What follows belongs to an exercise in optimizing a design on an open flow for small area and a short achievable clock period; a production flow would make more cautious choices.
Only simulation tests tie the RTL to the original design; equivalence was not proved.

==> inputs of job 1934 <==
## div64_top
module div64_top (
  input          clk,
  input  [63:0]  a,
  input  [63:0]  b,
  output [63:0]  quotient,
  output [63:0]  remainder
);
  reg  [63:0] a_q;
  reg  [63:0] b_q;
  reg  [63:0] q_q;
  reg  [63:0] r_q;
  wire [63:0] q;
  wire [63:0] r;
  divider u_core (.a(a_q), .b(b_q), .quotient(q), .remainder(r));
  always @(posedge clk) begin
    a_q <= a;
    b_q <= b;
    q_q <= q;
    r_q <= r;
  end
  assign quotient  = q_q;
  assign remainder = r_q;
endmodule
export LEC_CHECK = 0
export ABC_AREA = 0
export CAP_MARGIN = 20
export CORE_MARGIN = 2
export CORE_UTILIZATION = 45
export GPL_TIMING_DRIVEN = 0
export SLEW_MARGIN = 20
export SYNTH_HIERARCHICAL = 1
create_clock -name core_clock -period 350.0 [get_ports {clk}]
standard.sh (not shown) runs the stock make flow with config.mk's settings and CLKGATE_MAP_FILE= SYNTH_SCRIPT=/design/flow/synth_recipe.tcl, a recipe that flattens the netlist after the stock synthesis.
==> flow/flow/run.sh <==
#!/bin/bash
# Layout flow: the standard flow (standard.sh, its synthesis included)
# with these additions (the clock and the constraints stay the design's):
#  - after floorplanning, downsize.tcl sets logic cells that synthesis had
#    given a larger drive back to drive strength 1;
#  - ports are buffered with sky130_fd_sc_hd__buf_1;
#  - before detailed placement, repair.tcl runs the resizer's timing repair
#    with a setup margin.
# Every tool's output goes to a log file in this folder.
set -euo pipefail
W=$(pwd)
export POST_FLOORPLAN_TCL="$W/flow/downsize.tcl"
export BUFFER_PORTS_ARGS="-buffer_cell sky130_fd_sc_hd__buf_1"
export PRE_DETAIL_PLACE_TCL="$W/flow/repair.tcl"
export MY_SETUP_MARGIN=279.2
bash standard.sh > log_layout.txt 2>&1
==> flow/flow/downsize.tcl <==
# POST_FLOORPLAN_TCL: logic cells that synthesis gave a larger drive go back
# to drive strength 1 (same function); the timing repair after placement
# sizes up what the critical path needs.
set db [ord::get_db]
set block [[$db getChip] getBlock]
set n 0
foreach inst [$block getInsts] {
  set m [[$inst getMaster] getName]
  if { [regexp {^(sky130_fd_sc_hd__(a21oi|a22oi|a211oi|a221oi|a222oi|nor2|nor3|nor4|nand2|nand3|nand4|o21ai|o22ai|mux2|mux2i|xor2|xnor2|inv|and2|or2|a21o|o21a))_([0-9]+)$} $m -> base fn size] } {
    if { $size == 1 } { continue }
    set nm [$db findMaster ${base}_1]
    if { $nm != "NULL" && $nm != "" } {
      $inst swapMaster $nm
      incr n
    }
  }
}
puts "downsize: $n instances set to drive strength 1"
==> flow/flow/repair.tcl <==
# Sourced before detailed placement (PRE_DETAIL_PLACE_TCL): the resizer's
# timing repair on the placed design with a setup margin, so that it
# shortens the critical path although the clock period is met with room.
# The wire resistance and capacitance per micron are taken 12% above the
# platform's placement estimate, as routed wires come out longer. Pin
# swapping and gate cloning are left out (they change the netlist's
# structure beyond sizing and buffering).
source $::env(PLATFORM_DIR)/setRC.tcl
if { [env_var_exists_and_non_empty DONT_USE_CELLS] } {
  set_dont_use $::env(DONT_USE_CELLS)
}
set_wire_rc -signal -resistance [expr {8.929e-04 * 1.12}] -capacitance [expr {1.72375e-04 * 1.12}]
estimate_parasitics -placement
report_worst_slack
log_cmd repair_timing -setup -setup_margin $::env(MY_SETUP_MARGIN) -repair_tns 0 \
  -skip_gate_cloning -skip_pin_swap
estimate_parasitics -placement
report_worst_slack
report_design_area
source $::env(PLATFORM_DIR)/setRC.tcl
==> job 9107 (differences from job 1934) <==
--- a/flow/flow/run.sh
+++ b/flow/flow/run.sh
@@ -12,5 +12,5 @@
 export POST_FLOORPLAN_TCL="$W/flow/downsize.tcl"
 export BUFFER_PORTS_ARGS="-buffer_cell sky130_fd_sc_hd__buf_1"
 export PRE_DETAIL_PLACE_TCL="$W/flow/repair.tcl"
-export MY_SETUP_MARGIN=279.2
+export MY_SETUP_MARGIN=279.5
 bash standard.sh > log_layout.txt 2>&1
==> flow/flow/repair.tcl (replaced) <==
# Sourced before detailed placement (PRE_DETAIL_PLACE_TCL): the resizer's
# timing repair on the placed design with a setup margin, so that it
# shortens the critical path although the clock period is met with room.
# Pin swapping and gate cloning are left out (they change the netlist's
# structure beyond sizing and buffering).
source $::env(PLATFORM_DIR)/setRC.tcl
if { [env_var_exists_and_non_empty DONT_USE_CELLS] } {
  set_dont_use $::env(DONT_USE_CELLS)
}
estimate_parasitics -placement
report_worst_slack
log_cmd repair_timing -setup -setup_margin $::env(MY_SETUP_MARGIN) -repair_tns 0 \
  -skip_gate_cloning -skip_pin_swap
estimate_parasitics -placement
report_worst_slack
report_design_area
--- a/flow/config.mk
+++ b/flow/config.mk
@@ -6,9 +6,9 @@
 export NUM_CORES = 8
 export LEC_CHECK = 0
 export ABC_AREA = 0
-export CAP_MARGIN = 20
+export CAP_MARGIN = 50
 export CORE_MARGIN = 2
-export CORE_UTILIZATION = 45
+export CORE_UTILIZATION = 35
 export GPL_TIMING_DRIVEN = 0
-export SLEW_MARGIN = 20
+export SLEW_MARGIN = 40
 export SYNTH_HIERARCHICAL = 1
==> job 6548 (differences from job 1934) <==
--- a/flow/flow/run.sh
+++ b/flow/flow/run.sh
@@ -12,5 +12,5 @@
 export POST_FLOORPLAN_TCL="$W/flow/downsize.tcl"
 export BUFFER_PORTS_ARGS="-buffer_cell sky130_fd_sc_hd__buf_1"
 export PRE_DETAIL_PLACE_TCL="$W/flow/repair.tcl"
-export MY_SETUP_MARGIN=279.2
+export MY_SETUP_MARGIN=279.5
 bash standard.sh > log_layout.txt 2>&1
==> flow/flow/repair.tcl (replaced) <==
# Sourced before detailed placement (PRE_DETAIL_PLACE_TCL): the resizer's
# timing repair on the placed design with a setup margin, so that it
# shortens the critical path although the clock period is met with room.
# Pin swapping and gate cloning are left out (they change the netlist's
# structure beyond sizing and buffering).
source $::env(PLATFORM_DIR)/setRC.tcl
if { [env_var_exists_and_non_empty DONT_USE_CELLS] } {
  set_dont_use $::env(DONT_USE_CELLS)
}
estimate_parasitics -placement
report_worst_slack
log_cmd repair_timing -setup -setup_margin $::env(MY_SETUP_MARGIN) -repair_tns 0 \
  -skip_gate_cloning -skip_pin_swap
estimate_parasitics -placement
report_worst_slack
report_design_area
--- a/flow/config.mk
+++ b/flow/config.mk
@@ -6,9 +6,9 @@
 export NUM_CORES = 8
 export LEC_CHECK = 0
 export ABC_AREA = 0
-export CAP_MARGIN = 20
+export CAP_MARGIN = 50
 export CORE_MARGIN = 2
 export CORE_UTILIZATION = 45
 export GPL_TIMING_DRIVEN = 0
-export SLEW_MARGIN = 20
+export SLEW_MARGIN = 40
 export SYNTH_HIERARCHICAL = 1
==> job 7191 (differences from job 1934) <==
--- a/flow/flow/run.sh
+++ b/flow/flow/run.sh
@@ -12,5 +12,5 @@
 export POST_FLOORPLAN_TCL="$W/flow/downsize.tcl"
 export BUFFER_PORTS_ARGS="-buffer_cell sky130_fd_sc_hd__buf_1"
 export PRE_DETAIL_PLACE_TCL="$W/flow/repair.tcl"
-export MY_SETUP_MARGIN=279.2
+export MY_SETUP_MARGIN=279.5
 bash standard.sh > log_layout.txt 2>&1
==> flow/flow/repair.tcl (replaced) <==
# Sourced before detailed placement (PRE_DETAIL_PLACE_TCL): the resizer's
# timing repair on the placed design with a setup margin, so that it
# shortens the critical path although the clock period is met with room.
# Pin swapping and gate cloning are left out (they change the netlist's
# structure beyond sizing and buffering).
source $::env(PLATFORM_DIR)/setRC.tcl
if { [env_var_exists_and_non_empty DONT_USE_CELLS] } {
  set_dont_use $::env(DONT_USE_CELLS)
}
estimate_parasitics -placement
report_worst_slack
log_cmd repair_timing -setup -setup_margin $::env(MY_SETUP_MARGIN) -repair_tns 0 \
  -skip_gate_cloning -skip_pin_swap
estimate_parasitics -placement
report_worst_slack
report_design_area
--- a/flow/config.mk
+++ b/flow/config.mk
@@ -6,9 +6,10 @@
 export NUM_CORES = 8
 export LEC_CHECK = 0
 export ABC_AREA = 0
-export CAP_MARGIN = 20
+export CAP_MARGIN = 50
 export CORE_MARGIN = 2
-export CORE_UTILIZATION = 45
+export CORE_UTILIZATION = 35
 export GPL_TIMING_DRIVEN = 0
-export SLEW_MARGIN = 20
+export PLACE_DENSITY = 0.7
+export SLEW_MARGIN = 40
 export SYNTH_HIERARCHICAL = 1
==> summary of the runs <==
Job 1934 completed with no timing, DRC or antenna violations. Job 7191 passed the timing, design-rule and antenna checks. Job 6548 finished with timing, DRC and antenna clean. Job 9107 finished clean. Clock-buffer cell count is the same in job 1934 and job 6548. Of job 1934 and job 7191, job 1934 has the higher register-to-register slack (gap 1900 ps). In synthesized cell count, job 9107 and job 6548 do not differ. Via count: job 1934 < job 9107 < job 6548 < job 7191.
==> figures <==
	job 7191	job 6548	job 1934	job 9107
Post-route worst hold slack	1190 ps	1260 ps	1380 ps	1230 ps
Number of diodes	18	11	10	17
Pin count of the biggest net entering global routing	65	67	73	67
Final critical-path share of the clock period	21.5%	21.1%	20.9%	21.1%
Per-cell via count in the routed design	6.62	6.87	6.87	6.48
Worst-path clk slew	70 ps	60 ps	70 ps	70 ps
Final Critical Period	75200 ps	73720 ps	73250 ps	73970 ps
End point of the critical path	r_q[3]	r_q[11]	r_q[3]	r_q[2]
Required time at the worst-slack endpoint	350560 ps	350570 ps	350630 ps	350580 ps
Run status	finished clean	finished clean	finished clean	finished clean
Global-route usage over all layers	26.9%	35.4%	35.5%	27.5%

==> port drivers added, routing unchanged <==
In the flow no input, the clock included, has a driving cell. The finished layouts below were timed again as built, in two steps.
Step 1 sets driving cells, clkbuf_16 on the clock port and buf_2 on the other inputs (assumed; they add their load-dependent delay and slew).
Step 2 moves the port delays by t, midway between the first and last clock arrival at a register: inputs arrive t later, outputs are due t later. That takes back most of the time a late clock gives input paths.
a / b / c = no drivers / after step 1 / after step 2; a / b = the first two.
run | shift t [ns] | setup WS [ns] | latest minus earliest clock arrival (ns) | pins driven straight from the clock port
job 1934 | 0.830 | 276.753 / 276.753 / 276.753 | 0.016 / 0.016 | 1
job 9107 | 0.856 | 276.028 / 276.028 / 276.028 | 0.033 / 0.032 | 1
job 6548 | 0.823 | 276.277 / 276.277 / 276.277 | 0.039 / 0.040 | 1
job 7191 | 0.823 | 274.803 / 274.803 / 274.803 | 0.021 / 0.022 | 1
After both steps setup and hold are still met in every run listed.
